Context: an optimization exercise on an open-source flow, tuned for small area. The choices shown serve that exercise and are no tape-out recipe. RTL that was checked went through simulation tests only; none was proved equivalent to the original. Function not checked in runs 3 and 9: the RTL went through the layout flow alone.

`design/flow/run.sh`:
```
#!/bin/bash
# synth_recipe.tcl (not shown) runs the flow's synth.tcl, then flattens the netlist and writes it again
# the make line also repeats each setting of config.mk as NAME=value (left out here)
make -C /OpenROAD-flow-scripts/flow DESIGN_CONFIG=/design/flow/config.mk WORK_HOME=/design/flow/orfs CLKGATE_MAP_FILE= SYNTH_SCRIPT=/design/flow/synth_recipe.tcl finish
```
`design/flow/config.mk`:
```
export PLATFORM = sky130hd
export DESIGN_NAME = mtx_arb
export DESIGN_NICKNAME = mtx_arb
export VERILOG_FILES = /design/flow/design.v
export SDC_FILE = /design/flow/constraint.sdc
export NUM_CORES = 4
export LEC_CHECK = 0
export CAP_MARGIN = 20
export CORE_MARGIN = 2
export CORE_UTILIZATION = 35
export SLEW_MARGIN = 20
```
`design/flow/design.v`:
```
module mtx_arb #(
    parameter int N = 32
) (
    input wire clk,
    input wire rstn,
    input wire upd,
    input  wire [N-1:0] req,
    output wire [N-1:0] gnt
);
    localparam int W = 5;   
    reg  [W-1:0] rank [N];
    wire [N-1:0] cand [W+1];
    wire [W-1:0] gr;       
    assign cand[W] = req;
    genvar b, k;
    generate
        for (b = W - 1; b >= 0; --b) begin : gen_elim
            wire [N-1:0] zero_here;
            for (k = 0; k < N; ++k) begin : gen_z
                assign zero_here[k] = cand[b+1][k] & ~rank[k][b];
            end
            assign gr[b] = ~(|zero_here);
            for (k = 0; k < N; ++k) begin : gen_c
                assign cand[b][k] = cand[b+1][k] & (~rank[k][b] | gr[b]);
            end
        end
    endgenerate
    assign gnt = cand[0];
    wire any = |req;
    generate
        for (k = 0; k < N; ++k) begin : gen_rank
            wire behind = rank[k] > gr;
            always @(posedge clk or negedge rstn) begin
                if (~rstn) begin
                    rank[k] <= W'(k);
                end else if (upd & any) begin
                    if (gnt[k]) rank[k] <= W'(N - 1);
                    else if (behind) rank[k] <= rank[k] - 1'b1;
                end
            end
        end
    endgenerate
endmodule
```
`design/flow/constraint.sdc`:
```
create_clock -name core_clock -period 6.0 [get_ports {clk}]
set_input_delay 1.2000 -clock core_clock [delete_from_list [all_inputs] [get_ports {clk}]]
set_output_delay 1.2000 -clock core_clock [all_outputs]
set_load 0.01 [all_outputs]
```
==> results of run 1 <==
-- cell families (layout without fill, tap and decap cells) --
group / after synthesis / in the layout / synth area share
fa+ha+maj: 224 / 224 / 0.189
flops: 160 / 160 / 0.276
mux: 32 / 32 / 0.0216
simple gates: 573 / 573 / 0.234
buf+inv: 210 / 802 / 0.0553
compound gates: 448 / 448 / 0.224
-- cell usage after synthesis, types with 5 or more instances --
master | n | area, sq um
a31oi_1 | 48 | 300
nor4_1 | 88 | 551
a31o_2 | 47 | 412
nand2b_1 | 45 | 282
or2_2 | 32 | 200
nor3_1 | 108 | 541
clkbuf_1 | 12 | 45.0
and3_1 | 16 | 100
o21ai_0 | 34 | 170
a211oi_1 | 32 | 240
a21oi_1 | 82 | 410
o221ai_1 | 32 | 280
nor2_1 | 132 | 495
dfrtp_1 | 80 | 2000
o41a_1 | 43 | 484
mux2i_1 | 32 | 320
inv_1 | 189 | 709
nand2_1 | 35 | 131
o32ai_1 | 9 | 78.8
nand4_1 | 40 | 250
nor3_4 | 29 | 472
dfstp_2 | 80 | 2100
a22oi_1 | 32 | 240
or4b_1 | 29 | 290
o22ai_1 | 33 | 206
ha_1 | 224 | 2800
buf_2 | 5 | 25.0
a311oi_1 | 43 | 377
-- cell type report --
| type | instances | area [sq um] |
|---|---|---|
| clock buffers | 21 | 460 |
| clock inverters | 11 | 233 |
| fillers | 3588 | 19100 |
| inverters | 189 | 717 |
| multi-input cells | 1277 | 12000 |
| flip-flops and latches | 160 | 4100 |
| well taps | 539 | 674 |
| repair buffers | 581 | 4650 |
-- through the flow --
| stage | util | TNS (ns) | std cells |
|---|---|---|---|
| 6_report | 0.545 | -615.57 | 2778 |
| 5_1_grt | 0.545 | -666.02 | 2778 |
| 4_1_cts | 0.534 | -620.06 | 2773 |
| 3_5_place_dp | 0.476 | -1023.02 | 2712 |
| 3_3_place_gp | 0.476 | -982.76 | 2712 |
| 2_1_floorplan | - | -918.54 | 1647 |
-- path summary, 6_finish.rpt --
kind / from / to
max reg2reg: rank[22][4] / rank[2][4]
min: rank[6][1] / rank[6][1]
max in group asynchronous: rstn / rank[18][3]
max: req[22] / gnt[27]
min reg2reg: rank[6][1] / rank[6][1]
min in group asynchronous: rstn / rank[2][3]
-- layout by cell type (no fill, tap or decap), types with 40 or more instances in the layout --
cell type    n
buf_4      475
ha_4        45
dfrtp_1     80
dfstp_2     80
a21oi_1     82
inv_1      176
a31o_2      47
nor3_1      55
nor2_1     130
ha_1       142
a31oi_1     47
nor3_4      47
o41a_1      43
nand4_1     40
nor4_1      67
-- worst reg2reg max path: cells and delay by family, from the launching register on --
| kind | cells | cell delay, ns |
|---|---|---|
| AOI/OAI and AO/OA | 5 | 0.99 |
| adders and majority gates | 5 | 1.01 |
| DFF | 1 | 0.56 |
| buffers and inverters | 13 | 1.89 |
| and+or+nand+nor | 19 | 4.23 |
-- repair_timing --
item,4_1_cts,5_1_grt
gates resized for setup,503,90
setup buffers,29,8
pin swaps,117,37
cloned,4,0
endpoints found under the setup margin,192,192
-- layer usage --
metal / global-route usage / vias up
li1: - / 7626
met1: 0.355 / 8265
met2: 0.467 / 687
met3: 0.0521 / 185
met4: 0.127 / 0
met5: 0 / -
==> results.cfg, run 1 <==
[critical_path]
r2r_cells = 42
slowest_delay_ns = 0.55
rrSetupSlack_ns = -2.79
startpoint_type = input port
crit_path_max_fanout = 10
critical_path.top_delay_family = simple AND/OR/NAND/NOR gates
arrival_ns = 8.79
path_depth = 41
cp.required_ns = 4.80
critPathBufInv = 15
crit_type = in2out
critPathCaptureType = output pin
slowest_stage = or4_4

[yosys]
synthCells = 1647
yosysWarnings = 2
synth_cell_types = 49
netlist_area_sq_um = 14800
synthArstFlopShare = 1.00
synth_seq_cells = 160
synthesis.nets = 1906
ys_seq_area_frac = 0.276
synth_edf_count = 0
avgSynthCellArea_sq_um = 9.01
synth_ff_type = dfstp_2

[finish]
antennaDiodeCount = 0
fin_area_sq_um = 22900
drive_gt1_frac = 0.485
area_delta_synth_final_pct = 53.9
reg_top3 = rank (160)
fin_nets = 2485
largest_reg_flops = 160
top_register = rank

[detailed_routing]
via_per_inst = 6.03
dr.pass1.iters = 5
wl_um = 62100
wl_met1_um = 25400
drtAntennaViolNets = 0
first_iter_violations = 1475
routed.top_layer = met4
wl_per_cell_um = 22.4
met3_length_um = 4430
vias = 16763
drc = 0
route.met2.wl_um = 29300

[clock_tree]
worstSkewPairLatency_ns = 0.46
cts.sinks = 160
ctsHtreeMaxLevel = 4
cts_root_buf = clkbuf_16
cts_buffer_depth = 2
ctsHoldBuffers = 0
path_clk_slew_ns = 0.06
cts_buffers = 17
cts_tree = done

[grt]
grt.overflow.total = 0
grt_max_degree = 85
grt_first_pass_wirelength_um = 96000
antenna_found_initial = 0
globalRouteTotalUtil = 0.281
grt_pass1_vias = 16811

[placed_design]
globalplace.congestion = 0.971
pre_cts_ws_ns = -5.81
io_buffers = 66
hpwl_um = 45900
placed_area_sq_um = 20000

[timing]
hold_slack_ns = 0.544
worstMarginPinSlew_ns = 0.898
max_freq_ghz = 0.100
period_needed_ns = 9.99
fin_crit_sh = 1.67
setup_violations = 192
max_slew_margin = 0.401
drv_slew = 0
finalHoldViolCount = 0
fin_ws_ns = -3.99
finClkSkew_ns = 0.0179
rsz0062_at_grt = yes

[status]
status = failed layout checks
violations = negative setup slack

[floorplanning]
die_y_um = 210
start_util = 0.354
ioPinCount = 67
core_area_sq_um = 41900
design.die.area_sq_um = 44100
fp.dieW_um = 210
placementRows = 75

[hold_path]
hold_class = reg2reg
min_path_cells = 2

[job]
drv_cap = 0
==> inputs of run 2 (changes only) <==
==> design/flow/design.v (replaced) <==
module mtx_arb #(
    parameter int N = 32
) (
    input wire clk,
    input wire rstn,
    input wire upd,
    input  wire [N-1:0] req,
    output wire [N-1:0] gnt
);
    reg  [N-1:0] bhd [N];      
    wire [N-1:0] ahd [N];      
    wire [N-1:0] mv;           
    genvar i, j;
    generate
        for (i = 0; i < N; ++i) begin : gen_row
            for (j = 0; j < N; ++j) begin : gen_col
                if (j > i) begin : g_hi
                    assign ahd[i][j] = bhd[i][j];
                end else if (j < i) begin : g_lo
                    assign ahd[i][j] = ~bhd[j][i];
                end else begin : g_dg
                    assign ahd[i][j] = 1'b0;
                end
            end
            assign gnt[i] = req[i] & ~(|(req & ahd[i]));
            assign mv[i]  = upd & gnt[i];
        end
        for (i = 0; i < N; ++i) begin : gen_ff_row
            for (j = i + 1; j < N; ++j) begin : gen_ff
                always @(posedge clk or negedge rstn) begin
                    if (~rstn) bhd[i][j] <= 1'b0;
                    else bhd[i][j] <= mv[i] | (bhd[i][j] & ~mv[j]);
                end
            end
        end
    endgenerate
endmodule
==> run 2 against run 1 <==
Compared with the run above:
- the run now finishes clean
- highest routed layer is now met5
- critical path depth fell by 34
- register-to-register slack gained 5.9 ns
- clock skew up 0.025 ns
- largest cell class is now flip-flops and latches
- synthesized cell count increased by 37%
==> results.cfg, run 2 <==
[placed_design]
io_buffers = 66
placed_area_sq_um = 25800
pre_cts_ws_ns = 0.402
hpwl_um = 81700
globalplace.congestion = 1.04
dp.cells = 3110

[yosys]
synth_top_cell_by_area = dfrtp_1
synth_cell_types = 48
synthCells = 2249
synth.area.top_cells = dfrtp_1 (51%), a21o_1 (10%), nand2b_1 (7.2%)
yosysMostFrequentCell = dfrtp_1
synth_edf_count = 0
synthArstFlopShare = 1.00
avgSynthCellArea_sq_um = 10.8
ys_seq_area_frac = 0.513
synthTopCellsByCount = dfrtp_1 (496), a21o_1 (322), nand2b_1 (279)
netlist.area_leader.share = 0.513
synth_ff_type = dfrtp_1
netlist_area_sq_um = 24200
yosysWarnings = 2
synthesis.nets = 2284
synth_seq_cells = 496

[timing]
finClkSkew_ns = 0.0426
fin_crit_sh = 0.963
setup_violations = 0
worstMarginPinSlew_ns = 1.08
finalHoldViolCount = 0
tns_ns = 0
fin_ws_ns = 0.223
max_freq_ghz = 0.173
period_needed_ns = 5.78
rsz0062_at_grt = no
max_slew_margin = 0.279
hold_slack_ns = 0.499
drv_slew = 0

[clock_tree]
cts.sinks = 496
post-cts-setup-buffer-count = 0
ctsHtreeMaxLevel = 2
post_cts_resized = 0
ctsHoldBuffers = 0
cts_tree = done
path_clk_slew_ns = 0.06
worstSkewPairLatency_ns = 0.66
cts_buffer_depth = 3
cts_root_buf = clkbuf_16
cts_buffers = 56

[detailed_routing]
drtAntennaViolNets = 0
wl_um = 117000
drc = 0
routed.top_layer = met5
met3_length_um = 13600
first_iter_violations = 3675
wl_met1_um = 46500
dr.pass1.iters = 6
wl_per_cell_um = 36.3
vias = 21691
via_per_inst = 6.74
route.met2.wl_um = 48900

[floorplanning]
die_y_um = 267
ioPinCount = 67
fp.dieW_um = 267
placementRows = 96
core_area_sq_um = 68500
design.die.area_sq_um = 71200
start_util = 0.353

[finish]
finalNonFillerCells = 3216
largest_reg_flops = 496
num-fill-cells = 6630
fin_nets = 2321
area_delta_synth_final_pct = 14.7
fin_util = 0.406
drive_gt1_frac = 0.107
reg_top3 = bhd (496)
layout_common_cells = dfrtp_1 (496), a21o_1 (322), nand2b_1 (279)
top_register = bhd
final_common_cell = dfrtp_1
fin_area_sq_um = 27800

[status]
status = timing/DRC/antenna clean

[critical_path]
critPathCaptureType = output pin
crit_path_max_fanout = 20
arrival_ns = 4.58
cp.required_ns = 4.80
startpoint_type = input port
r2r_cells = 6
crit_type = in2out

[hold_path]
hold_class = reg2reg
min_path_cells = 1

[grt]
globalRouteTotalUtil = 0.327
antenna_found_initial = 5
grt_pass1_vias = 20922
grt_max_degree = 129
grt.overflow.total = 0
grt_first_pass_wirelength_um = 165000

[job]
drv_cap = 0
## run 2: kinds of logic (layout without fill, tap and decap cells)
group / count (synthesis) / after routing / synth area share
AOI/OAI and AO/OA: 860 / 860 / 0.284
buffers and inverters: 267 / 349 / 0.0555
DFF: 496 / 496 / 0.513
and+or+nand+nor: 626 / 626 / 0.147
other: 0 / 3 / 0
## run 2: path summary, 6_finish.rpt
check | to | start | slack (ns)
worst max-delay path | gnt[6] | req[6] | 0.22
max in group asynchronous | bhd[30][31] | rstn | 3.79
worst min register to register | bhd[13][15] | bhd[13][15] | 0.50
worst min-delay path | bhd[13][15] | bhd[13][15] | 0.50
min in group asynchronous | bhd[15][23] | rstn | 0.69
worst max register to register | bhd[1][3] | bhd[1][7] | 3.07
## run 2: worst max-delay path: stages
cell and delay (ns):
clkdlybuf4s50_1 0.71, buf_4 0.43, inv_2 0.26, a211oi_1 0.81
and4_1 0.34, and2_1 0.24, clkdlybuf4s50_1 0.58
## run 2: layout make-up
class                           instances  area (sq um)  area share
Timing Repair Buffer                  186          1650      0.0594
Antenna cell                            3          7.51    0.000270
Sequential cell                       496         12400       0.447
Tap cell                              882          1100      0.0397
Clock inverter                         23           267     0.00960
Inverter                               60           230     0.00829
Clock buffer                           80          1640      0.0591
Multi-Input combinational cell       1486         10500       0.376
## run 2: routing by layer
layer | global-route usage | vias up
li1 | - | 8474
met4 | 0.178 | 6
met1 | 0.443 | 11245
met2 | 0.473 | 1616
met5 | 0 | -
met3 | 0.0902 | 350
==> inputs of run 3 (changes only) <==
==> design/flow/design.v (replaced) <==
module mtx_arb #(
    parameter int N = 32
) (
    input wire clk,
    input wire rstn,
    input wire upd,
    input  wire [N-1:0] req,
    output wire [N-1:0] gnt
);
    localparam int W  = 5;    
    localparam int S  = 8;    
    localparam int G  = 4;    
    reg  [W-1:0] rank [N];
    reg  [S-1:0] bhd  [N];    
    wire [N-1:0] gw;          
    wire [G-1:0] gany;        
    wire [W-1:0] wr [G];      
    wire [G-1:0] cand [W+1];
    wire [W-1:0] gr;          
    wire [N-1:0] mv;
    genvar k, b, g;
    generate
        for (k = 0; k < N; ++k) begin : gen_gw
            localparam int KG = k / S;
            localparam int KS = k % S;
            wire [S-1:0] ahd;
            for (b = 0; b < S; ++b) begin : gen_a
                if (b > KS) begin : g_hi
                    assign ahd[b] = bhd[k][b];
                end else if (b < KS) begin : g_lo
                    assign ahd[b] = ~bhd[KG*S+b][KS];
                end else begin : g_dg
                    assign ahd[b] = 1'b0;
                end
            end
            assign gw[k] = req[k] & ~(|(req[KG*S +: S] & ahd));
        end
        for (g = 0; g < G; ++g) begin : gen_grp
            assign gany[g] = |req[g*S +: S];
            for (b = 0; b < W; ++b) begin : gen_wr
                wire [S-1:0] t;
                for (k = 0; k < S; ++k) begin : gen_t
                    assign t[k] = gw[g*S+k] & rank[g*S+k][b];
                end
                assign wr[g][b] = |t;
            end
        end
        assign cand[W] = gany;
        for (b = W - 1; b >= 0; --b) begin : gen_elim
            wire [G-1:0] z;
            for (g = 0; g < G; ++g) begin : gen_z
                assign z[g] = cand[b+1][g] & ~wr[g][b];
            end
            assign gr[b] = ~(|z);
            for (g = 0; g < G; ++g) begin : gen_c
                assign cand[b][g] = cand[b+1][g] & (~wr[g][b] | gr[b]);
            end
        end
        for (k = 0; k < N; ++k) begin : gen_gnt
            assign gnt[k] = gw[k] & cand[0][k/S];
            assign mv[k]  = upd & gnt[k];
        end
    endgenerate
    wire step = upd & (|req);
    generate
        for (k = 0; k < N; ++k) begin : gen_rank
            wire [W:0] cy;
            assign cy[0] = 1'b0;
            for (b = 0; b < W; ++b) begin : gen_cmp
                assign cy[b+1] = (rank[k][b] & ~gr[b]) | (rank[k][b] & cy[b]) | (~gr[b] & cy[b]);
            end
            wire dec = step & cy[W];
            wire [W:0] bw;
            wire [W-1:0] nxt;
            assign bw[0] = dec;
            for (b = 0; b < W; ++b) begin : gen_b
                assign bw[b+1] = bw[b] & ~rank[k][b];
                assign nxt[b] = mv[k] | (rank[k][b] ^ bw[b]);
            end
            always @(posedge clk or negedge rstn) begin
                if (~rstn) rank[k] <= W'(k);
                else rank[k] <= nxt;
            end
            for (b = k % S + 1; b < S; ++b) begin : gen_m
                always @(posedge clk or negedge rstn) begin
                    if (~rstn) bhd[k][b] <= 1'b0;
                    else bhd[k][b] <= mv[k] | (bhd[k][b] & ~mv[(k/S)*S+b]);
                end
            end
        end
    endgenerate
endmodule
==> run 3 against run 2 <==
Compared with the run above:
- now fails the layout checks on negative setup slack
- via count fell by 31%
- clock-buffer cell count fell by 30
- wire length decreased by 55%
- critical path depth is 17 higher
- final area down 21%
- setup slack lost 0.99 ns
- die area down 32%
- maximum frequency is 15% lower
- register-to-register slack lost 2.8 ns
==> results.cfg, run 3 <==
[finish]
finalNonFillerCells = 2686
register_area_sq_um = 6910
fin_area_sq_um = 21800
drive_gt1_frac = 0.317
reg_top3 = rank (160), bhd (112)
top_register = rank
fin_nets = 2214
fin_util = 0.472
num-fill-cells = 4359
multi_input_area_sq_um = 9370
antennaDiodeCount = 0
area_delta_synth_final_pct = 33.8
largest_reg_flops = 160
final_common_cell = nand2_1
layout_common_cells = nand2_1 (281), buf_4 (258), dfrtp_1 (192)

[timing]
hold_slack_ns = 0.507
drv_slew = 0
finClkSkew_ns = 0.0259
setup_violations = 52
worstMarginPinSlew_ns = 1.06
tns_ns = -24.54
period_needed_ns = 6.77
fin_crit_sh = 1.13
fin_ws_ns = -0.768
max_slew_margin = 0.291
finalHoldViolCount = 0
rsz0062_at_grt = yes
max_freq_ghz = 0.148

[yosys]
synth.area.top_cells = dfrtp_1 (29%), dfstp_2 (13%), ha_1 (9.8%)
netlist_area_sq_um = 16300
synthTopCellsByCount = nand2_1 (285), dfrtp_1 (192), inv_1 (162)
synth_cell_types = 61
synth_seq_cells = 272
synthesis.nets = 1913
synth_top_cell_by_area = dfrtp_1
yosysMostFrequentCell = nand2_1
synthCells = 1750
netlist.area_leader.share = 0.295
ys_seq_area_frac = 0.423
synth_edf_count = 0
synth_ff_type = dfrtp_1
synthArstFlopShare = 1.00
avgSynthCellArea_sq_um = 9.32
yosysWarnings = 3

[critical_path]
arrival_ns = 5.57
crit_type = in2out
crit_path_max_fanout = 4
startpoint_type = input port
rrSetupSlack_ns = 0.30
critPathCaptureType = output pin
cp.required_ns = 4.80

[grt]
grt.overflow.total = 0
grt_first_pass_wirelength_um = 84000
globalRouteTotalUtil = 0.220
grt_pass1_vias = 15217
grt_max_degree = 135
antenna_found_initial = 0

[floorplanning]
core_area_sq_um = 46300
die_y_um = 220
fp.dieW_um = 220
ioPinCount = 67
design.die.area_sq_um = 48400
start_util = 0.353
placementRows = 79

[placed_design]
hpwl_um = 36500
dp.cells = 2563
globalplace.congestion = 0.918
io_buffers = 66
placed_area_sq_um = 19500
pre_cts_ws_ns = -1.76

[hold_path]
hold_class = reg2reg

[clock_tree]
ctsHoldBuffers = 0
path_clk_slew_ns = 0.06
cts_buffer_depth = 3
cts.sinks = 272
cts_tree = done
worstSkewPairLatency_ns = 0.56
cts_root_buf = clkbuf_16
ctsHtreeMaxLevel = 2
cts_buffers = 36

[detailed_routing]
drtAntennaViolNets = 0
wl_per_cell_um = 19.4
drc = 0
dr.pass1.iters = 5
first_iter_violations = 1087
via_per_inst = 5.59
wl_um = 52200
vias = 15025

[job]
drv_cap = 0

[status]
status = failed layout checks
violations = negative setup slack
==> run 3: critical path: stages <==
cell and delay [ns]:
clkdlybuf4s15_1 0.21, buf_4 0.17, a21boi_0 0.12, and4_1 0.26, a22o_1 0.25, a221oi_4 0.25, and3_4 0.28, buf_4 0.12
a41oi_2 0.05, buf_4 0.19, buf_4 0.12, a21oi_1 0.28, a31oi_2 0.17, a211oi_2 0.25, a31oi_2 0.22, a31oi_4 0.23
o22ai_2 0.12, or2_4 0.29, buf_8 0.14, buf_6 0.13, a21oi_4 0.17, buf_6 0.13, and2_4 0.13, buf_6 0.09
==> run 3: cells by family after synthesis <==
group | Yosys count | synth area share
XOR/XNOR | 32 | 0.0172
flip-flops | 272 | 0.423
adder cells (fa/ha/maj) | 128 | 0.0982
AO/OA/AOI/OAI | 505 | 0.242
AND/OR/NAND/NOR | 556 | 0.159
buffers and inverters | 257 | 0.0603
==> run 3: worst paths after layout <==
| check | startpoint | to | depth (start not counted) |
|---|---|---|---|
| max | req[16] | gnt[4] | 24 |
| min | bhd[25][3] | bhd[25][3] | 1 |
| max reg2reg | bhd[3][6] | rank[2][4] | 25 |
| min reg2reg | bhd[25][3] | bhd[25][3] | 1 |
| max in group asynchronous | rstn | rank[5][4] | 2 |
| min in group asynchronous | rstn | bhd[18][7] | 1 |
==> run 3: cell type report <==
type	instances	area share
multi-input cells	1222	0.429
flip-flops and latches	272	0.316
repair buffers	356	0.137
clock buffers	50	0.0474
well taps	607	0.0348
inverters	163	0.0282
clock inverters	16	0.00688
==> run 3: layer usage <==
metal	track usage	part of all wire	wire [um]
met5	0	0	0
met4	0.0727	0.030	1570
met3	0.0371	0.049	2540
met2	0.363	0.48	24900
met1	0.293	0.44	23200
==> run 3: timing repair <==
item | in CTS | in global routing
pin swaps | 77 | 56
gates resized for setup | 292 | 126
setup buffers | 35 | 21
gates cloned | 5 | 0
hold endpoints to repair | 0 | 0
setup endpoints to repair | 290 | 284
==> inputs of run 4 (changes only) <==
--- a/design/flow/design.v
+++ b/design/flow/design.v
@@ -17,6 +17,6 @@
     wire [W-1:0] wr [G];      
-    wire [G-1:0] cand [W+1];
+    wire [G-1:0] gwin;        
     wire [W-1:0] gr;          
     wire [N-1:0] mv;
-    genvar k, b, g;
+    genvar k, b, g, h;
     generate
@@ -47,15 +47,27 @@
         end
-        assign cand[W] = gany;
-        for (b = W - 1; b >= 0; --b) begin : gen_elim
-            wire [G-1:0] z;
-            for (g = 0; g < G; ++g) begin : gen_z
-                assign z[g] = cand[b+1][g] & ~wr[g][b];
+        for (g = 0; g < G; ++g) begin : gen_win
+            wire [G-1:0] beats;
+            for (h = 0; h < G; ++h) begin : gen_h
+                if (h == g) begin : g_same
+                    assign beats[h] = gany[g];
+                end else begin : g_other
+                    wire [W:0] cy;
+                    assign cy[0] = 1'b0;
+                    for (b = 0; b < W; ++b) begin : gen_cmp
+                        assign cy[b+1] = (wr[h][b] & ~wr[g][b]) | (wr[h][b] & cy[b]) | (~wr[g][b] & cy[b]);
+                    end
+                    assign beats[h] = ~gany[h] | cy[W];
+                end
             end
-            assign gr[b] = ~(|z);
-            for (g = 0; g < G; ++g) begin : gen_c
-                assign cand[b][g] = cand[b+1][g] & (~wr[g][b] | gr[b]);
+            assign gwin[g] = &beats;
+        end
+        for (b = 0; b < W; ++b) begin : gen_gr
+            wire [G-1:0] t;
+            for (g = 0; g < G; ++g) begin : gen_t
+                assign t[g] = gwin[g] & wr[g][b];
             end
+            assign gr[b] = |t;
         end
         for (k = 0; k < N; ++k) begin : gen_gnt
-            assign gnt[k] = gw[k] & cand[0][k/S];
+            assign gnt[k] = gw[k] & gwin[k/S];
             assign mv[k]  = upd & gnt[k];
==> run 4 against run 3 <==
Compared with the run above:
- the run now finishes clean
- non-clock buffer count rose by 44
- clock skew fell by 0.0021 ns
- via count rose by 9.0%
- wire length rose by 5.7%
- maximum frequency rose by 16%
- sequential share of layout area fell by 0.96 points
- setup slack improved by 0.93 ns
- area after synthesis rose by 3.3%
- sequential cell count did not move
- final area rose by 3.1%
- highest routed layer unchanged
==> results.cfg, run 4 <==
[status]
status = timing/DRC/antenna clean

[grt]
antenna_found_initial = 0
grt_max_degree = 120
grt_first_pass_wirelength_um = 87500
globalRouteTotalUtil = 0.217
grt_pass1_vias = 16063
grt.overflow.total = 0

[finish]
antennaDiodeCount = 0
fin_nets = 2472
reg_top3 = rank (160), bhd (112)
fin_area_sq_um = 22500
top_register = rank
final_common_cell = nand2_1
fin_util = 0.472
drive_gt1_frac = 0.276
layout_common_cells = nand2_1 (522), buf_4 (288), dfrtp_1 (192)
area_delta_synth_final_pct = 33.5
largest_reg_flops = 160

[critical_path]
critPathCaptureType = output pin
critical_path.top_delay_family = buffers and inverters
path_depth = 18
crit_type = in2out
startpoint_type = input port
r2r_cells = 22
arrival_ns = 4.64
crit_top_cell = buf_4
crit_chain = dlygate4sd2_1 -> buf_4 -> a22o_1 -> a211oi_2 -> buf_4 -> and3_1 -> a2111oi_4 -> buf_4 -> buf_4 -> and4_4 -> o211ai_1 -> and2_0 -> o211ai_1 -> buf_4 -> nor3_4 -> buf_6 -> and2_1 -> clkdlybuf4s50_1
rr_startpoint = bhd[17][5]
crit_path_max_fanout = 8
timing.critical_path.from = req[5]
slowest_stage = clkdlybuf4s50_1
cp.required_ns = 4.80
slowest_delay_ns = 0.53
critPathBufInv = 8

[yosys]
synth_adder_area_share = 0.0969
synthesis.nets = 2139
synth_ff_type = dfrtp_1
synth_top_cell_by_area = dfrtp_1
netlist.area_leader.share = 0.285
avgSynthCellArea_sq_um = 8.53
synthArstFlopShare = 1.00
ys_seq_area_frac = 0.410
synth.area.top_cells = dfrtp_1 (29%), dfstp_2 (12%), nand2_1 (12%)
synth_cell_types = 72
synthTopCellsByCount = nand2_1 (522), dfrtp_1 (192), inv_1 (151)
netlist_area_sq_um = 16900
synthSimpleGateAreaFrac = 0.228
yosysMostFrequentCell = nand2_1
synth_compound_area_frac = 0.185
synth_seq_cells = 272
yosysWarnings = 3
synth_xor_area_frac = 0.0166
synth_edf_count = 0
synthMuxAreaShare = 0
synthCells = 1976
synth_top_family_by_area = simple AND/OR/NAND/NOR gates

[timing]
worstMarginPinSlew_ns = 0.826
finalHoldViolCount = 0
period_needed_ns = 5.84
finClkSkew_ns = 0.0238
tns_ns = 0
max_slew_margin = 0.449
setup_violations = 0
max_freq_ghz = 0.171
hold_slack_ns = 0.494
fin_crit_sh = 0.973
drv_slew = 0

[floorplanning]
fp.dieW_um = 223
die_y_um = 223
design.die.area_sq_um = 49900
core_area_sq_um = 47600
start_util = 0.354
ioPinCount = 67
placementRows = 80

[hold_path]
min_path_cells = 2
min_from = bhd[3][5]
hold_class = reg2reg

[clock_tree]
cts_tree = done
cts_buffers = 31
cts_buffer_depth = 3
ctsHoldBuffers = 0
cts.sinks = 272
worstSkewPairLatency_ns = 0.59
path_clk_slew_ns = 0.06
ctsHtreeMaxLevel = 1
cts_root_buf = clkbuf_16

[detailed_routing]
dr.pass1.iters = 6
drtAntennaViolNets = 0
vias = 16370
wl_per_cell_um = 18.7
first_iter_violations = 1204
via_per_inst = 5.55
wl_um = 55200
drc = 0

[job]
drv_cap = 0

[placed_design]
placed_area_sq_um = 20100
globalplace.congestion = 0.944
hpwl_um = 39400
io_buffers = 66
-- run 4: cells by family (layout without fill, tap and decap cells) --
| logic type | count (synthesis) | after routing |
|---|---|---|
| adders and majority gates | 131 | 131 |
| DFF | 272 | 272 |
| and+or+nand+nor | 843 | 843 |
| xor gates and xnor gates | 32 | 32 |
| buffers and inverters | 268 | 624 |
| AOI/OAI and AO/OA | 430 | 430 |
-- run 4: timing repair --
action | CTS | global route
gates cloned | 0 | 5
pin swaps | 21 | 66
endpoints found under the setup margin | 122 | 110
buffers inserted | 16 | 26
resized for setup | 133 | 198
-- run 4: layer usage --
layer / share of wire / global-route usage
met1: 0.44 / 0.297
met2: 0.47 / 0.355
met3: 0.053 / 0.0266
met4: 0.031 / 0.0710
met5: 0 / 0
-- run 4: area by class of cell --
class | instances | area [sq um]
fillers | 4543 | 25100
multi-input cells | 1436 | 9760
inverters | 168 | 637
well taps | 615 | 769
clock buffers | 48 | 900
repair buffers | 400 | 3430
clock inverters | 8 | 96.3
flip-flops and latches | 272 | 6910
-- run 4: final timing paths --
path | endpoint | slack (ns)
min | bhd[3][5] | 0.49
max | gnt[19] | 0.16
max reg2reg | rank[2][4] | 0.68
min in group asynchronous | bhd[9][2] | 0.63
min reg2reg | bhd[3][5] | 0.49
max in group asynchronous | bhd[26][6] | 4.04
-- run 4: worst register-to-register path, cell delays in order (launching register included) --
cell	delay, ns
dfrtp_1	0.42
a22o_1	0.29
a211oi_4	0.24
buf_4	0.16
and3_1	0.16
a2111o_1	0.12
and4b_1	0.22
or3_4	0.33
maj3_2	0.30
a221o_1	0.40
or4b_4	0.55
o2111a_2	0.28
buf_12	0.22
o21ai_1	0.14
o31ai_1	0.10
o31ai_1	0.24
a21oi_1	0.10
ha_1	0.19
ha_1	0.17
ha_1	0.17
ha_1	0.18
xnor2_1	0.13
nand2_1	0.06
-- run 4: through the flow --
stage | instances | setup slack [ns]
after floorplan | 1976 | 0.192
after global placement | 2844 | -1.06
after detailed placement | 2844 | -1.08
after CTS | 2916 | 0.00137
after global routing | 2947 | -0.0395
final | 2947 | 0.160
==> inputs of run 5 (changes only) <==
--- a/design/flow/config.mk
+++ b/design/flow/config.mk
@@ -10,2 +10,4 @@
 export CORE_UTILIZATION = 35
+export GPL_TIMING_DRIVEN = 0
+export PLACE_DENSITY = 0.45
 export SLEW_MARGIN = 20
==> run 5 against run 4 <==
Compared with the run above:
- still clean
- register-to-register slack worse by 0.16 ns
- clock skew down 0.0078 ns
- setup slack worse by 0.089 ns
- die area stayed put
- utilization shrank 2.4 points
- first-iteration DRC count is 23% higher
- sequential cell count unchanged
- critical endpoint is now gnt[14]
- highest routed layer unchanged
==> results.cfg, run 5 <==
[grt]
grt.overflow.total = 0
grt_first_pass_wirelength_um = 98200
globalRouteTotalUtil = 0.259
antenna_found_initial = 2
grt_max_degree = 72
grt_pass1_vias = 15757

[floorplanning]
start_util = 0.354
design.die.area_sq_um = 49900
ioPinCount = 67
fp.dieW_um = 223
placementRows = 80
die_y_um = 223
core_area_sq_um = 47600

[critical_path]
crit_chain = buf_2 -> a22oi_2 -> o221a_1 -> and4_4 -> a22oi_1 -> and3_4 -> or3_1 -> maj3_2 -> a221o_2 -> buf_4 -> or3_4 -> buf_6 -> nor4_4 -> buf_2
slowest_stage = or3_4
slowest_delay_ns = 0.43
startpoint_type = input port
critPathCaptureType = output pin
arrival_ns = 4.73
r2r-end = rank[25][4]
rrSetupSlack_ns = 0.52
cp.required_ns = 4.80
r2r_cells = 25
crit_top_cell = buf_2
crit_path_max_fanout = 10
crit_type = in2out
rr_startpoint = bhd[17][5]

[finish]
fin_nets = 2328
fin_area_sq_um = 21400
layout_common_cells = nand2_1 (522), dfrtp_1 (192), inv_1 (149)
reg_top3 = rank (160), bhd (112)
top_register = rank
drive_gt1_frac = 0.225
largest_reg_flops = 160
fin_util = 0.449
area_delta_synth_final_pct = 26.8
final_common_cell = nand2_1

[hold_path]
whs_endpoint = bhd[3][7]
min_path_cells = 2
hold_class = reg2reg
min_from = bhd[3][7]

[yosys]
synth_cell_types = 72
avgSynthCellArea_sq_um = 8.53
synthesis.nets = 2139
yosysWarnings = 3
synthMuxAreaShare = 0
synth_compound_area_frac = 0.185
synthCells = 1976
netlist.area_leader.share = 0.285
synth.area.top_cells = dfrtp_1 (29%), dfstp_2 (12%), nand2_1 (12%)
synth_xor_area_frac = 0.0166
synth_seq_cells = 272
synth_top_cell_by_area = dfrtp_1
synthArstFlopShare = 1.00
synth_top_family_by_area = simple AND/OR/NAND/NOR gates
synth_ff_type = dfrtp_1
ys_seq_area_frac = 0.410
synth_edf_count = 0
synthTopCellsByCount = nand2_1 (522), dfrtp_1 (192), inv_1 (151)
yosysMostFrequentCell = nand2_1
synthSimpleGateAreaFrac = 0.228
netlist_area_sq_um = 16900
synth_adder_area_share = 0.0969

[clock_tree]
ctsHtreeMaxLevel = 2
cts.sinks = 272
cts_buffers = 35
cts_root_buf = clkbuf_16
path_clk_slew_ns = 0.06
cts_buffer_depth = 3
ctsHoldBuffers = 0
cts_tree = done
worstSkewPairLatency_ns = 0.56

[placed_design]
placed_area_sq_um = 18300
hpwl_um = 44800
io_buffers = 52
globalplace.congestion = 0.917

[timing]
setup_violations = 0
worstMarginPinSlew_ns = 0.944
finalHoldViolCount = 0
max_freq_ghz = 0.169
drv_slew = 0
fin_crit_sh = 0.988
period_needed_ns = 5.93
finClkSkew_ns = 0.0160
max_slew_margin = 0.368

[job]
drv_cap = 0

[detailed_routing]
via_per_inst = 5.71
wl_um = 64800
drc = 0
wl_per_cell_um = 23.1
vias = 16038
first_iter_violations = 1477
dr.pass1.iters = 8
drtAntennaViolNets = 0

[status]
status = timing/DRC/antenna clean
[run 5: changes by cell type in the layout (fill, tap and decap cells not counted), sizes merged, moves of 3 or more]
cell and delta:
buf -182, clkbuf +54, clkdlybuf4s15 -3, clkinv +4, dlygate4sd2 -7, dlymetal6s2s -6
[run 5: routing by layer]
metal | up-vias | global-route usage | share of wire
met4 | 0 | 0.0839 | 0.031
met5 | - | 0 | 0
met3 | 142 | 0.0346 | 0.053
met2 | 506 | 0.421 | 0.46
met1 | 8008 | 0.358 | 0.45
li1 | 7382 | - | -
[run 5: cell type report]
type | count | area (sq um)
Clock buffer | 52 | 1020
Inverter | 168 | 643
Multi-Input combinational cell | 1437 | 9950
Sequential cell | 272 | 6910
Fill cell | 4704 | 26300
Clock inverter | 11 | 130
Antenna cell | 1 | 2.50
Buffer | 93 | 614
Tap cell | 615 | 769
Timing Repair Buffer | 158 | 1340
[run 5: metrics by stage]
| step | std cells | TNS (ns) | hold WS [ns] | setup WS [ns] |
|---|---|---|---|---|
| 6_report | 2807 | 0 | 0.504 | 0.0718 |
| 4_1_cts | 2762 | 0 | 0.501 | 0.000415 |
| 3_5_place_dp | 2648 | -360.96 | 0.486 | -2.02 |
| 2_1_floorplan | 1976 | 0 | 0.458 | 0.192 |
| 5_1_grt | 2806 | -0.233 | 0.529 | -0.0544 |
| 3_3_place_gp | 2643 | -2647.91 | 0.480 | -8.82 |
[run 5: how the worst max path moves through the flow]
| stage | slack, ns | start | end | cells after the start |
|---|---|---|---|---|
| finish | 0.07 | req[23] | gnt[14] | 14 |
| global route | -0.05 | req[11] | gnt[14] | 14 |
| CTS | 0.0004 | req[20] | gnt[14] | 14 |
| detailed placement | -2.02 | req[9] | rank[8][4] | 22 |
| global placement | -8.82 | rstn | bhd[30][7] | 1 |
| floorplan | 0.19 | req[23] | rank[7][4] | 24 |
[run 5: logic make-up (layout without fill, tap and decap cells)]
family,after synthesis,in the layout
simple gates,843,844
compound gates,430,430
flops,272,272
buf+inv,268,482
fa+ha+maj,131,131
xor+xnor,32,32
other cells,0,1
[run 5: repair_timing]
action / CTS / global route
pin swaps: 40 / 43
resized for setup: 221 / 207
gates cloned: 1 / 1
setup buffers: 56 / 44
endpoints found under the setup margin: 248 / 136
[run 5: critical path, delay by kind of cell]
family | cells | cell delay (ns)
and+or+nand+nor | 5 | 1.55
AOI/OAI and AO/OA | 4 | 1.00
buffers and inverters | 4 | 0.66
adders and majority gates | 1 | 0.30
==> inputs of run 6 (changes only) <==
--- a/design/flow/config.mk
+++ b/design/flow/config.mk
@@ -11,3 +11,2 @@
 export GPL_TIMING_DRIVEN = 0
-export PLACE_DENSITY = 0.45
 export SLEW_MARGIN = 20
==> run 6 against run 5 <==
Compared with the run above:
- sequential cell count unchanged
- global-route usage decreased by 1.8 points
- cell count decreased by 1.2%
- register-to-register slack improved by 0.09 ns
- worst hold slack got worse by 0.0052 ns
- sequential share of layout area increased by 0.64 points
- area after synthesis unchanged
- die area unchanged
- maximum frequency increased by 0.36%
- via count increased by 2.1%
==> results.cfg, run 6 <==
[timing]
fin_crit_sh = 0.985
drv_slew = 0
finalHoldViolCount = 0
setup_violations = 0
period_needed_ns = 5.91
max_slew_margin = 0.370
rsz0062_at_grt = yes
finClkSkew_ns = 0.0220
max_freq_ghz = 0.169
worstMarginPinSlew_ns = 0.937

[detailed_routing]
dr.pass1.iters = 7
wl_per_cell_um = 21.9
first_iter_violations = 1471
vias = 16376
via_per_inst = 5.90
wl_um = 60700
drc = 0
drtAntennaViolNets = 0

[grt]
grt_pass1_vias = 15986
grt_first_pass_wirelength_um = 93600
grt_max_degree = 94
antenna_found_initial = 1
grt.overflow.total = 0
globalRouteTotalUtil = 0.242

[clock_tree]
cts_tree = done
cts_root_buf = clkbuf_16
path_clk_slew_ns = 0.05
ctsHtreeMaxLevel = 2
worstSkewPairLatency_ns = 0.55
cts_buffer_depth = 3
cts.sinks = 272
cts_buffers = 34

[critical_path]
slowest_delay_ns = 0.47
cp.required_ns = 4.80
startpoint_type = input port
path_depth = 15
slowest_stage = or3_2
crit_chain = dlygate4sd2_1 -> inv_2 -> buf_4 -> o21ai_1 -> nor4_4 -> buf_4 -> a221oi_1 -> and3_4 -> or3_1 -> maj3_2 -> a221o_2 -> buf_4 -> or3_2 -> nor2_2 -> clkdlybuf4s15_2
critPathCaptureType = output pin
crit_top_cell = buf_4
critPathBufInv = 6
timing.critical_path.from = req[16]
crit_type = in2out
critical_path.top_delay_family = simple AND/OR/NAND/NOR gates
arrival_ns = 4.71
r2r_cells = 22
crit_path_max_fanout = 7
rr_startpoint = bhd[19][5]

[finish]
register_area_sq_um = 6910
drive_gt1_frac = 0.204
fin_nets = 2296
largest_reg_flops = 160
area_delta_synth_final_pct = 24.3
num-fill-cells = 4625
top_register = rank
reg_top3 = rank (160), bhd (112)
layout_common_cells = nand2_1 (522), dfrtp_1 (192), inv_1 (150)
multi_input_area_sq_um = 9750
final_common_cell = nand2_1
fin_area_sq_um = 21000

[yosys]
synth.area.top_cells = dfrtp_1 (29%), dfstp_2 (12%), nand2_1 (12%)
synth_ff_type = dfrtp_1
synthArstFlopShare = 1.00
yosysMostFrequentCell = nand2_1
synth_top_cell_by_area = dfrtp_1
synthesis.nets = 2139
synth_seq_cells = 272
synthTopCellsByCount = nand2_1 (522), dfrtp_1 (192), inv_1 (151)
ys_seq_area_frac = 0.410
avgSynthCellArea_sq_um = 8.53
synthCells = 1976
netlist.area_leader.share = 0.285
netlist_area_sq_um = 16900
yosysWarnings = 3
synth_cell_types = 72
synth_edf_count = 0

[placed_design]
globalplace.congestion = 0.946
io_buffers = 52
placed_area_sq_um = 18300
hpwl_um = 41800

[floorplanning]
ioPinCount = 67
fp.dieW_um = 223
start_util = 0.354
design.die.area_sq_um = 49900
die_y_um = 223
core_area_sq_um = 47600
placementRows = 80

[status]
status = timing/DRC/antenna clean

[hold_path]
min_from = bhd[26][5]
min_path_cells = 2
hold_class = reg2reg

[job]
drv_cap = 0
==> run 6: worst reg2reg max path, delay by kind of cell, from the launching register on <==
kind / cells / cell delay (ns)
xor+xnor: 1 / 0.14
fa+ha+maj: 5 / 1.05
flops: 1 / 0.40
buf+inv: 2 / 0.33
compound gates: 6 / 1.53
simple gates: 8 / 1.85
==> run 6: metrics by stage <==
stage,TNS [ns],instances,worst slack (ns),utilization,hold WS [ns]
floorplan,0,1976,0.192,-,0.458
detailed placement,-316.03,2648,-1.97,0.383,0.483
global route,-0.203,2773,-0.0517,0.440,0.531
finish,0,2774,0.0928,0.440,0.499
CTS,0,2759,0.00683,0.431,0.498
global placement,-2333.62,2643,-8.10,0.381,0.478
==> run 6: routing by layer <==
| metal | global-route usage | routed length [um] | vias up |
|---|---|---|---|
| met1 | 0.332 | 25700 | 7969 |
| met4 | 0.100 | 2610 | 2 |
| met5 | 0 | 24 | - |
| met2 | 0.376 | 27000 | 888 |
| met3 | 0.0428 | 5330 | 205 |
| li1 | - | - | 7312 |
==> run 6: final timing paths <==
kind,endpoint,slack [ns]
worst max-delay path,gnt[10],0.09
worst min-delay path,bhd[26][5],0.50
worst max register to register,rank[31][4],0.61
worst min register to register,bhd[26][5],0.50
max in group asynchronous,bhd[25][2],4.21
min in group asynchronous,bhd[9][6],0.56
==> run 6: final cells by class <==
| cell class | instances | share of cell area |
|---|---|---|
| Antenna cell | 1 | 0.000119 |
| Buffer | 92 | 0.0287 |
| Clock buffer | 52 | 0.0496 |
| Clock inverter | 9 | 0.00591 |
| Inverter | 168 | 0.0307 |
| Multi-Input combinational cell | 1438 | 0.465 |
| Sequential cell | 272 | 0.330 |
| Tap cell | 615 | 0.0367 |
| Timing Repair Buffer | 127 | 0.0533 |
==> run 6: repair_timing <==
action,CTS,global route
gates resized for setup,231,126
hold buffers,0,0
buffers inserted,54,16
pin swaps,44,24
endpoints found under the setup margin,216,119
gates cloned,2,0
==> run 6: kinds of logic (layout without fill, tap and decap cells) <==
| kind of cell | after synthesis | count (layout) | share of synthesized area |
|---|---|---|---|
| adders and majority gates | 131 | 131 | 0.0969 |
| buffers and inverters | 268 | 448 | 0.0641 |
| DFF | 272 | 272 | 0.410 |
| AOI/OAI and AO/OA | 430 | 430 | 0.185 |
| xor gates and xnor gates | 32 | 32 | 0.0166 |
| and+or+nand+nor | 843 | 845 | 0.228 |
| other | 0 | 1 | 0 |
==> inputs of run 7 (changes only) <==
--- a/design/flow/config.mk
+++ b/design/flow/config.mk
@@ -10,2 +10,3 @@
 export CORE_UTILIZATION = 35
+export CTS_BUF_LIST = sky130_fd_sc_hd__clkbuf_8 sky130_fd_sc_hd__clkbuf_16
 export GPL_TIMING_DRIVEN = 0
==> run 7 against run 6 <==
Compared with the run above:
- still clean
- die area is the same
- sequential cell count is the same
- first-iteration DRC count shrank 0.41%
- cell count is the same
- utilization is the same
==> results.cfg, run 7 <==
[status]
status = timing/DRC/antenna clean

[timing]
worstMarginPinSlew_ns = 0.945
setup_violations = 0
max_slew_margin = 0.368
rsz0062_at_grt = yes
max_freq_ghz = 0.169
finalHoldViolCount = 0
fin_crit_sh = 0.985
hold_slack_ns = 0.498
period_needed_ns = 5.91
fin_ws_ns = 0.0907
finClkSkew_ns = 0.0209
drv_slew = 0

[grt]
antenna_found_initial = 1
grt_max_degree = 94
grt_pass1_vias = 15986
globalRouteTotalUtil = 0.242
grt_first_pass_wirelength_um = 93600
grt.overflow.total = 0

[yosys]
synth_cell_types = 72
netlist_area_sq_um = 16900
synth_ff_type = dfrtp_1
netlist.area_leader.share = 0.285
ys_seq_area_frac = 0.410
synth.area.top_cells = dfrtp_1 (29%), dfstp_2 (12%), nand2_1 (12%)
synth_edf_count = 0
synthCells = 1976
synthArstFlopShare = 1.00
synthesis.nets = 2139
yosysMostFrequentCell = nand2_1
synth_top_cell_by_area = dfrtp_1
synth_seq_cells = 272
yosysWarnings = 3
avgSynthCellArea_sq_um = 8.53
synthTopCellsByCount = nand2_1 (522), dfrtp_1 (192), inv_1 (151)

[critical_path]
startpoint_type = input port
arrival_ns = 4.71
critPathCaptureType = output pin
r2r_cells = 22
crit_path_max_fanout = 7
rrSetupSlack_ns = 0.61
crit_type = in2out
r2r-end = rank[31][4]
rr_startpoint = bhd[19][5]
cp.required_ns = 4.80

[floorplanning]
start_util = 0.354
fp.dieW_um = 223
core_area_sq_um = 47600
die_y_um = 223
ioPinCount = 67
placementRows = 80
design.die.area_sq_um = 49900

[hold_path]
min_path_cells = 2
min_from = bhd[26][5]
whs_endpoint = bhd[26][5]
hold_class = reg2reg

[detailed_routing]
first_iter_violations = 1465
dr.pass1.iters = 11
drtAntennaViolNets = 0
wl_um = 60600
via_per_inst = 5.88
drc = 0
vias = 16301
wl_per_cell_um = 21.9

[finish]
area_delta_synth_final_pct = 24.3
top_register = rank
reg_top3 = rank (160), bhd (112)
largest_reg_flops = 160
fin_nets = 2296
layout_common_cells = nand2_1 (522), dfrtp_1 (192), inv_1 (157)
final_common_cell = nand2_1
drive_gt1_frac = 0.204
fin_util = 0.440
finalNonFillerCells = 2774

[clock_tree]
cts_root_buf = clkbuf_16
cts_buffer_depth = 3
cts_buffers = 34
ctsHtreeMaxLevel = 2
cts_tree = done
worstSkewPairLatency_ns = 0.55
cts.sinks = 272
path_clk_slew_ns = 0.05

[placed_design]
pre_cts_ws_ns = -1.97
dp.cells = 2648
globalplace.congestion = 0.946
io_buffers = 52
hpwl_um = 41800

[job]
drv_cap = 0
## run 7: cell counts after synthesis
Identical to the previous run, type by type.
## run 7: cells by family after synthesis
| family | share of synthesized area |
|---|---|
| AOI/OAI and AO/OA | 0.185 |
| xor gates and xnor gates | 0.0166 |
| adders and majority gates | 0.0969 |
| buffers and inverters | 0.0641 |
| DFF | 0.410 |
| and+or+nand+nor | 0.228 |
## run 7: critical path: stages
cell and delay (ns):
dlygate4sd2_1 0.26, buf_6 0.14, nor2b_1 0.14, a21oi_1 0.20
and3_2 0.30, a22oi_1 0.13, and3_4 0.22, or3_1 0.37
maj3_2 0.32, a221o_2 0.44, buf_4 0.17, or3_2 0.47
nor2_2 0.11, clkdlybuf4s15_2 0.23
## run 7: timing repair
action / in CTS / in global routing
hold buffers: 0 / 0
buffers inserted: 54 / 16
pin swaps: 44 / 24
resized for setup: 231 / 126
setup endpoints to repair: 216 / 119
cloned: 2 / 0
## run 7: area by class of cell
cell class | instances | area, sq um
repair buffers | 127 | 1120
multi-input cells | 1438 | 9750
clock buffers | 45 | 1010
inverters | 168 | 643
diodes | 1 | 2.50
clock inverters | 16 | 150
fillers | 4625 | 26700
flip-flops and latches | 272 | 6910
plain buffers | 92 | 601
well taps | 615 | 769
## run 7: per-stage QoR
step	TNS, ns	instance area [sq um]
after detailed placement	-316.03	18300
final	0	21000
after global routing	-0.203	21000
after floorplan	0	16900
after global placement	-2333.62	18100
after CTS	0	20500
## run 7: how the worst max path moves through the flow
stage,from,endpoint,slack [ns],cells after the start
after CTS,req[2],gnt[30],0.007,13
after global routing,req[0],rank[31][4],-0.05,25
final,req[20],gnt[10],0.09,14
after global placement,rstn,bhd[26][4],-8.10,1
after floorplan,req[23],rank[7][4],0.19,24
after detailed placement,req[6],rank[9][4],-1.97,22
## run 7: metal layers
metal	GRT usage	share of wire	up-vias
met5	0	0	-
met4	0.100	0.041	0
met3	0.0428	0.087	192
met2	0.376	0.45	843
met1	0.332	0.42	7949
li1	-	-	7317
==> inputs of run 8 (changes only) <==
--- a/design/flow/config.mk
+++ b/design/flow/config.mk
@@ -10,4 +10,6 @@
 export CORE_UTILIZATION = 35
-export CTS_BUF_LIST = sky130_fd_sc_hd__clkbuf_8 sky130_fd_sc_hd__clkbuf_16
+export CTS_BUF_LIST = sky130_fd_sc_hd__clkbuf_4 sky130_fd_sc_hd__clkbuf_8
+export CTS_CLUSTER_SIZE = 30
 export GPL_TIMING_DRIVEN = 0
+export SETUP_SLACK_MARGIN = 0.1
 export SLEW_MARGIN = 20
==> run 8 against run 7 <==
Compared with the run above:
- non-clock buffer count up 26
- still clean on timing, DRC and antenna
- area after synthesis stayed put
- highest routed layer unchanged
- final area increased by 1.6%
- clock-buffer cell count up 33
- via count is 0.53% higher
- worst hold slack got worse by 0.027 ns
- critical endpoint is now gnt[12]
- utilization up 0.72 points
- cell count grew 2.1%
- register-to-register slack got worse by 0.13 ns
- synthesized cell count is the same
==> results.cfg, run 8 <==
[detailed_routing]
wl_um = 60800
first_iter_violations = 1564
drtAntennaViolNets = 0
via_per_inst = 5.79
vias = 16388
drc = 0
dr.pass1.iters = 8
wl_per_cell_um = 21.5

[grt]
use_met1 = 0.326
grt_pass1_vias = 16084
grt_use_met2 = 0.375
grt_first_pass_wirelength_um = 93300
grt.overflow.total = 0
grt.busiest_layer = met2
globalRouteTotalUtil = 0.241
antenna_found_initial = 1
use_met3 = 0.0500
grt_max_degree = 94

[yosys]
synth_seq_cells = 272
synth.area.top_cells = dfrtp_1 (29%), dfstp_2 (12%), nand2_1 (12%)
synthTopCellsByCount = nand2_1 (522), dfrtp_1 (192), inv_1 (151)
synthCells = 1976
netlist_area_sq_um = 16900
synth_ff_type = dfrtp_1
netlist.area_leader.share = 0.285
avgSynthCellArea_sq_um = 8.53
synthesis.nets = 2139
synth_edf_count = 0
synthArstFlopShare = 1.00
synth_top_cell_by_area = dfrtp_1
synth_cell_types = 72
ys_seq_area_frac = 0.410
yosysMostFrequentCell = nand2_1
yosysWarnings = 3

[finish]
fin_nets = 2337
area_delta_synth_final_pct = 26.4
layout_common_cells = nand2_1 (520), dfrtp_1 (192), inv_1 (150)
largest_reg_flops = 160
final_common_cell = nand2_1
reg_top3 = rank (160), bhd (112)
fin_area_sq_um = 21300
num-fill-cells = 4634
drive_gt1_frac = 0.241
top_register = rank

[critical_path]
crit_type = in2out
crit_path_max_fanout = 10
slowest_delay_ns = 0.43
slowest_stage = or3_4
crit_chain = buf_2 -> a22oi_1 -> nand2_1 -> a2111oi_4 -> buf_4 -> buf_4 -> a22oi_2 -> nand3_4 -> or3_4 -> maj3_2 -> a221o_1 -> or3_4 -> clkbuf_16 -> nor4_4 -> buf_2
rr_startpoint = bhd[17][5]
cp.required_ns = 4.80
rrSetupSlack_ns = 0.48
r2r-end = rank[9][4]
critical_path.top_delay_family = simple AND/OR/NAND/NOR gates
critPathBufInv = 5
critPathCaptureType = output pin
r2r_cells = 23
arrival_ns = 4.62
startpoint_type = input port

[placed_design]
placed_area_sq_um = 18300
io_buffers = 52
hpwl_um = 41800
globalplace.congestion = 0.946

[timing]
rsz0062_at_grt = yes
setup_violations = 0
worstMarginPinSlew_ns = 0.940
drv_slew = 0
finClkSkew_ns = 0.0230
fin_crit_sh = 0.970
hold_slack_ns = 0.472
period_needed_ns = 5.82
max_slew_margin = 0.367
max_freq_ghz = 0.172
finalHoldViolCount = 0

[hold_path]
hold_class = in2async

[floorplanning]
ioPinCount = 67
fp.dieW_um = 223
core_area_sq_um = 47600
start_util = 0.354
die_y_um = 223
design.die.area_sq_um = 49900
placementRows = 80

[clock_tree]
cts_buffers = 50
cts_tree = done
ctsHoldBuffers = 0
cts_buffer_depth = 3
worstSkewPairLatency_ns = 0.64
ctsHtreeMaxLevel = 2
cts_root_buf = clkbuf_8
cts.sinks = 272
path_clk_slew_ns = 0.06

[status]
status = timing/DRC/antenna clean

[job]
drv_cap = 0
## run 8: worst max-delay path by stage
stage          slack [ns]  startpoint     endpoint  cells past startpoint
2_1_floorplan        0.19     req[23]   rank[7][4]                     24
3_3_place_gp        -8.10        rstn   bhd[26][4]                      1
3_5_place_dp        -1.97      req[6]   rank[9][4]                     22
4_1_cts              0.09     req[27]  rank[31][4]                     25
5_1_grt              0.05     req[20]   rank[0][4]                     25
6_report             0.18     req[10]      gnt[12]                     15
## run 8: final cells by class
class / instances / area, sq um / share of cell area
antenna: 1 / 2.50 / 0.000118
buffer: 98 / 657 / 0.0308
clock buffer: 78 / 1010 / 0.0475
clock inverter: 16 / 108 / 0.00505
inverter: 168 / 648 / 0.0304
multi-input combinational: 1437 / 9890 / 0.464
sequential: 272 / 6910 / 0.324
tap: 615 / 769 / 0.0361
timing repair buffer: 147 / 1310 / 0.0614
## run 8: metal layers
layer | part of all wire | vias to the layer above
met5 | 0 | -
met4 | 0.039 | 0
met3 | 0.093 | 199
met2 | 0.45 | 880
met1 | 0.42 | 7894
li1 | - | 7415
## run 8: logic make-up after synthesis
family | synth area share
xor+xnor | 0.0166
fa+ha+maj | 0.0969
flops | 0.410
buf+inv | 0.0641
compound gates | 0.185
simple gates | 0.228
## run 8: timing repair
item                                    CTS  global route
setup buffers                            47            40
endpoints found under the hold margin     0             0
gates resized for setup                 251           197
endpoints found under the setup margin  216           155
cloned                                    3             1
pin swaps                                44            61
## run 8: stage by stage
step	worst slack (ns)	utilization	cells	TNS, ns
2_1_floorplan	0.192	-	1976	0
3_3_place_gp	-8.10	0.381	2643	-2333.62
3_5_place_dp	-1.97	0.383	2648	-316.03
4_1_cts	0.0947	0.430	2791	0
5_1_grt	0.0458	0.447	2831	0
6_report	0.180	0.447	2832	0
==> inputs of run 9 (changes only) <==
--- a/design/flow/design.v
+++ b/design/flow/design.v
@@ -10,4 +10,4 @@
     localparam int W  = 5;    
-    localparam int S  = 8;    
-    localparam int G  = 4;    
+    localparam int S  = 4;    
+    localparam int G  = 8;    
     reg  [W-1:0] rank [N];
@@ -18,5 +18,10 @@
     wire [G-1:0] gwin;        
+    localparam int P = G / 2;   
+    wire [P-1:0] podd;        
+    wire [P-1:0] pany;        
+    wire [W-1:0] pr [P];      
+    wire [P-1:0] pwin;        
     wire [W-1:0] gr;          
     wire [N-1:0] mv;
-    genvar k, b, g, h;
+    genvar k, b, g, h, p;
     generate
@@ -47,7 +52,17 @@
         end
-        for (g = 0; g < G; ++g) begin : gen_win
-            wire [G-1:0] beats;
-            for (h = 0; h < G; ++h) begin : gen_h
-                if (h == g) begin : g_same
-                    assign beats[h] = gany[g];
+        for (p = 0; p < P; ++p) begin : gen_pair
+            wire [W:0] cy;
+            assign cy[0] = 1'b0;
+            for (b = 0; b < W; ++b) begin : gen_cmp
+                assign cy[b+1] = (wr[2*p][b] & ~wr[2*p+1][b]) | (wr[2*p][b] & cy[b]) | (~wr[2*p+1][b] & cy[b]);
+            end
+            assign podd[p] = gany[2*p+1] & (~gany[2*p] | cy[W]);
+            assign pany[p] = gany[2*p] | gany[2*p+1];
+            assign pr[p] = podd[p] ? wr[2*p+1] : wr[2*p];
+        end
+        for (p = 0; p < P; ++p) begin : gen_win
+            wire [P-1:0] beats;
+            for (h = 0; h < P; ++h) begin : gen_h
+                if (h == p) begin : g_same
+                    assign beats[h] = pany[p];
                 end else begin : g_other
@@ -56,8 +71,10 @@
                     for (b = 0; b < W; ++b) begin : gen_cmp
-                        assign cy[b+1] = (wr[h][b] & ~wr[g][b]) | (wr[h][b] & cy[b]) | (~wr[g][b] & cy[b]);
+                        assign cy[b+1] = (pr[h][b] & ~pr[p][b]) | (pr[h][b] & cy[b]) | (~pr[p][b] & cy[b]);
                     end
-                    assign beats[h] = ~gany[h] | cy[W];
+                    assign beats[h] = ~pany[h] | cy[W];
                 end
             end
-            assign gwin[g] = &beats;
+            assign pwin[p] = &beats;
+            assign gwin[2*p]   = pwin[p] & ~podd[p];
+            assign gwin[2*p+1] = pwin[p] & podd[p];
         end
--- a/design/flow/config.mk
+++ b/design/flow/config.mk
@@ -10,6 +10,3 @@
 export CORE_UTILIZATION = 35
-export CTS_BUF_LIST = sky130_fd_sc_hd__clkbuf_4 sky130_fd_sc_hd__clkbuf_8
-export CTS_CLUSTER_SIZE = 30
 export GPL_TIMING_DRIVEN = 0
-export SETUP_SLACK_MARGIN = 0.1
 export SLEW_MARGIN = 20
==> run 9 against run 8 <==
Compared with the run above:
- the layout now fails its checks (negative setup slack)
- synthesized cell count fell by 3.3%
- final area rose by 13%
- sequential share of layout area fell by 10 points
- register-to-register slack got worse by 0.74 ns
- clock-buffer cell count fell by 36
==> results.cfg, run 9 <==
[floorplanning]
ioPinCount = 67
placementRows = 78
start_util = 0.355
die_y_um = 219
core_area_sq_um = 45400

[detailed_routing]
drtAntennaViolNets = 0
dr.pass1.iters = 7
via_per_inst = 6.16
wl_um = 65100
wl_per_cell_um = 23.1
vias = 17371
drc = 0
first_iter_violations = 1540

[timing]
fin_ws_ns = -0.561
worstMarginPinSlew_ns = 1.16
max_slew_margin = 0.225
period_needed_ns = 6.56
max_freq_ghz = 0.152
tns_ns = -43.61
setup_violations = 169
fin_crit_sh = 1.09

[finish]
area_delta_synth_final_pct = 49.4
layout_common_cells = nand2_1 (300), buf_4 (151), inv_1 (137)
final_common_cell = nand2_1
fin_util = 0.531
antennaDiodeCount = 0
num-fill-cells = 3972
reg_top3 = rank (160), bhd (48)

[status]
status = failed layout checks
violations = negative setup slack

[clock_tree]
ctsHtreeMaxLevel = 1
cts_root_buf = clkbuf_16
worstSkewPairLatency_ns = 0.56
cts_buffers = 26
cts_buffer_depth = 3
path_clk_slew_ns = 0.06
cts.sinks = 208

[yosys]
yosysMostFrequentCell = nand2_1
ys_seq_area_frac = 0.329
netlist.area_leader.share = 0.199
synthCells = 1911
synth_seq_cells = 208
synth_cell_types = 95
synth.area.top_cells = dfrtp_1 (20%), dfstp_2 (13%), ha_1 (9.9%)
synthArstFlopShare = 1.00
yosysWarnings = 3
synth_top_cell_by_area = dfrtp_1
synth_ff_type = dfrtp_1
synthTopCellsByCount = nand2_1 (350), inv_1 (137), dfrtp_1 (128), ha_1 (128), nand4_1 (94)

[placed_design]
hpwl_um = 41500
io_buffers = 60

[critical_path]
critPathCaptureType = register
cp.required_ns = 6.43
crit_type = in2reg
arrival_ns = 6.99
crit_path_max_fanout = 10
slowest_delay_ns = 0.54
rrSetupSlack_ns = -0.26

[hold_path]
hold_class = reg2reg

[grt]
grt.overflow.total = 0
globalRouteTotalUtil = 0.267
grt_first_pass_wirelength_um = 99400
grt_pass1_vias = 17346
antenna_found_initial = 0

[job]
drv_cap = 0
run 9: cell types whose count changed in the layout (fill, tap and decap cells not counted), sizes merged, moves of 36 or more:
cell and change:
nand4 +87, o22ai -41, o21ai -38, dfrtp -64, nand2 -173, clkbuf -50
a22oi -36, maj3 +41, buf +132
run 9: worst paths after layout:
kind	from	to	cells after the start
min in group asynchronous	rstn	rank[29][1]	1
max reg2reg	rank[7][2]	rank[11][4]	27
min reg2reg	bhd[25][2]	bhd[25][2]	2
min	bhd[25][2]	bhd[25][2]	2
max in group asynchronous	rstn	rank[7][2]	2
max	req[5]	rank[11][4]	29
run 9: metrics by stage:
stage,setup WS [ns],instances
floorplan,-0.371,1911
CTS,-0.366,2785
global route,-0.747,2818
finish,-0.561,2818
detailed placement,-2.18,2574
global placement,-5.33,2571
run 9: kinds of logic after synthesis:
kind of cell | Yosys count | share of synthesized area
AO/OA/AOI/OAI | 407 | 0.192
XOR/XNOR | 32 | 0.0174
AND/OR/NAND/NOR | 861 | 0.272
adder cells (fa/ha/maj) | 172 | 0.129
flip-flops | 208 | 0.329
multiplexers | 2 | 0.00132
buffers and inverters | 229 | 0.0595
run 9: worst max-delay path, delay by kind of cell:
kind | cells | cell delay [ns]
adders and majority gates | 4 | 0.71
and+or+nand+nor | 6 | 1.36
AOI/OAI and AO/OA | 11 | 2.48
xor gates and xnor gates | 1 | 0.14
buffers and inverters | 7 | 1.06
run 9: what timing repair did:
action	4_1_cts	5_1_grt
pin swaps	190	131
endpoints found under the setup margin	205	191
cloned	14	0
resized for setup	674	154
buffers inserted	156	39
run 9: final cells by class:
class	instances	area share
clock inverter	4	0.00187
sequential	208	0.220
buffer	85	0.0373
clock buffer	42	0.0337
tap	600	0.0312
multi-input combinational	1474	0.547
inverter	138	0.0216
timing repair buffer	267	0.107
run 9: routing by layer:
| metal | track usage | vias up | share of wire |
|---|---|---|---|
| met2 | 0.427 | 933 | 0.46 |
| met3 | 0.0438 | 234 | 0.082 |
| met1 | 0.343 | 8556 | 0.40 |
| met5 | 0 | - | 0 |
| li1 | - | 7648 | - |
| met4 | 0.149 | 0 | 0.060 |

re-timing with driven ports:
In the flow no input, the clock included, has a driving cell. The finished layouts below were timed again as built, in two steps. Step 1 (the two cells are an assumption about what drives the block):
set clk [get_ports {clk}]
set_driving_cell -lib_cell sky130_fd_sc_hd__clkbuf_16 $clk
set_driving_cell -lib_cell sky130_fd_sc_hd__buf_2 [delete_from_list [all_inputs] $clk]
Step 2 adds t to the input delays and takes it off the output delays; t is the mean of the earliest and latest rising clock arrival at the registers after step 1. Input paths then give back, and output paths get back, about the clock's delay inside the block. a / b / c = no drivers / after step 1 / after step 2; a / b = the first two.
run	shift t [ns]	setup WS [ns]	worst hold slack (ns)
run 1	0.511	-3.994 / -4.027 / -4.027	0.544 / 0.544 / 0.544
run 2	0.705	0.223 / 0.198 / 0.198	0.499 / 0.499 / 0.499
run 3	0.606	-0.768 / -0.791 / -0.791	0.507 / 0.507 / 0.507
run 4	0.635	0.160 / 0.136 / -0.384	0.494 / 0.494 / 0.494
run 5	0.608	0.072 / 0.053 / -0.377	0.504 / 0.504 / 0.504
run 6	0.598	0.093 / 0.074 / -0.432	0.499 / 0.499 / 0.499
run 7	0.597	0.091 / 0.072 / -0.430	0.498 / 0.498 / 0.498
run 8	0.678	0.180 / 0.157 / -0.456	0.472 / 0.482 / 0.500
run 9	0.617	-0.561 / -0.534 / -1.151	0.500 / 0.500 / 0.500
With both steps, setup timing fails in 5 of these runs, where it was met with ideal ports. For run 8, which loses most, drivers alone change the setup slack by -0.023 ns; drivers and shift together by -0.636 ns.
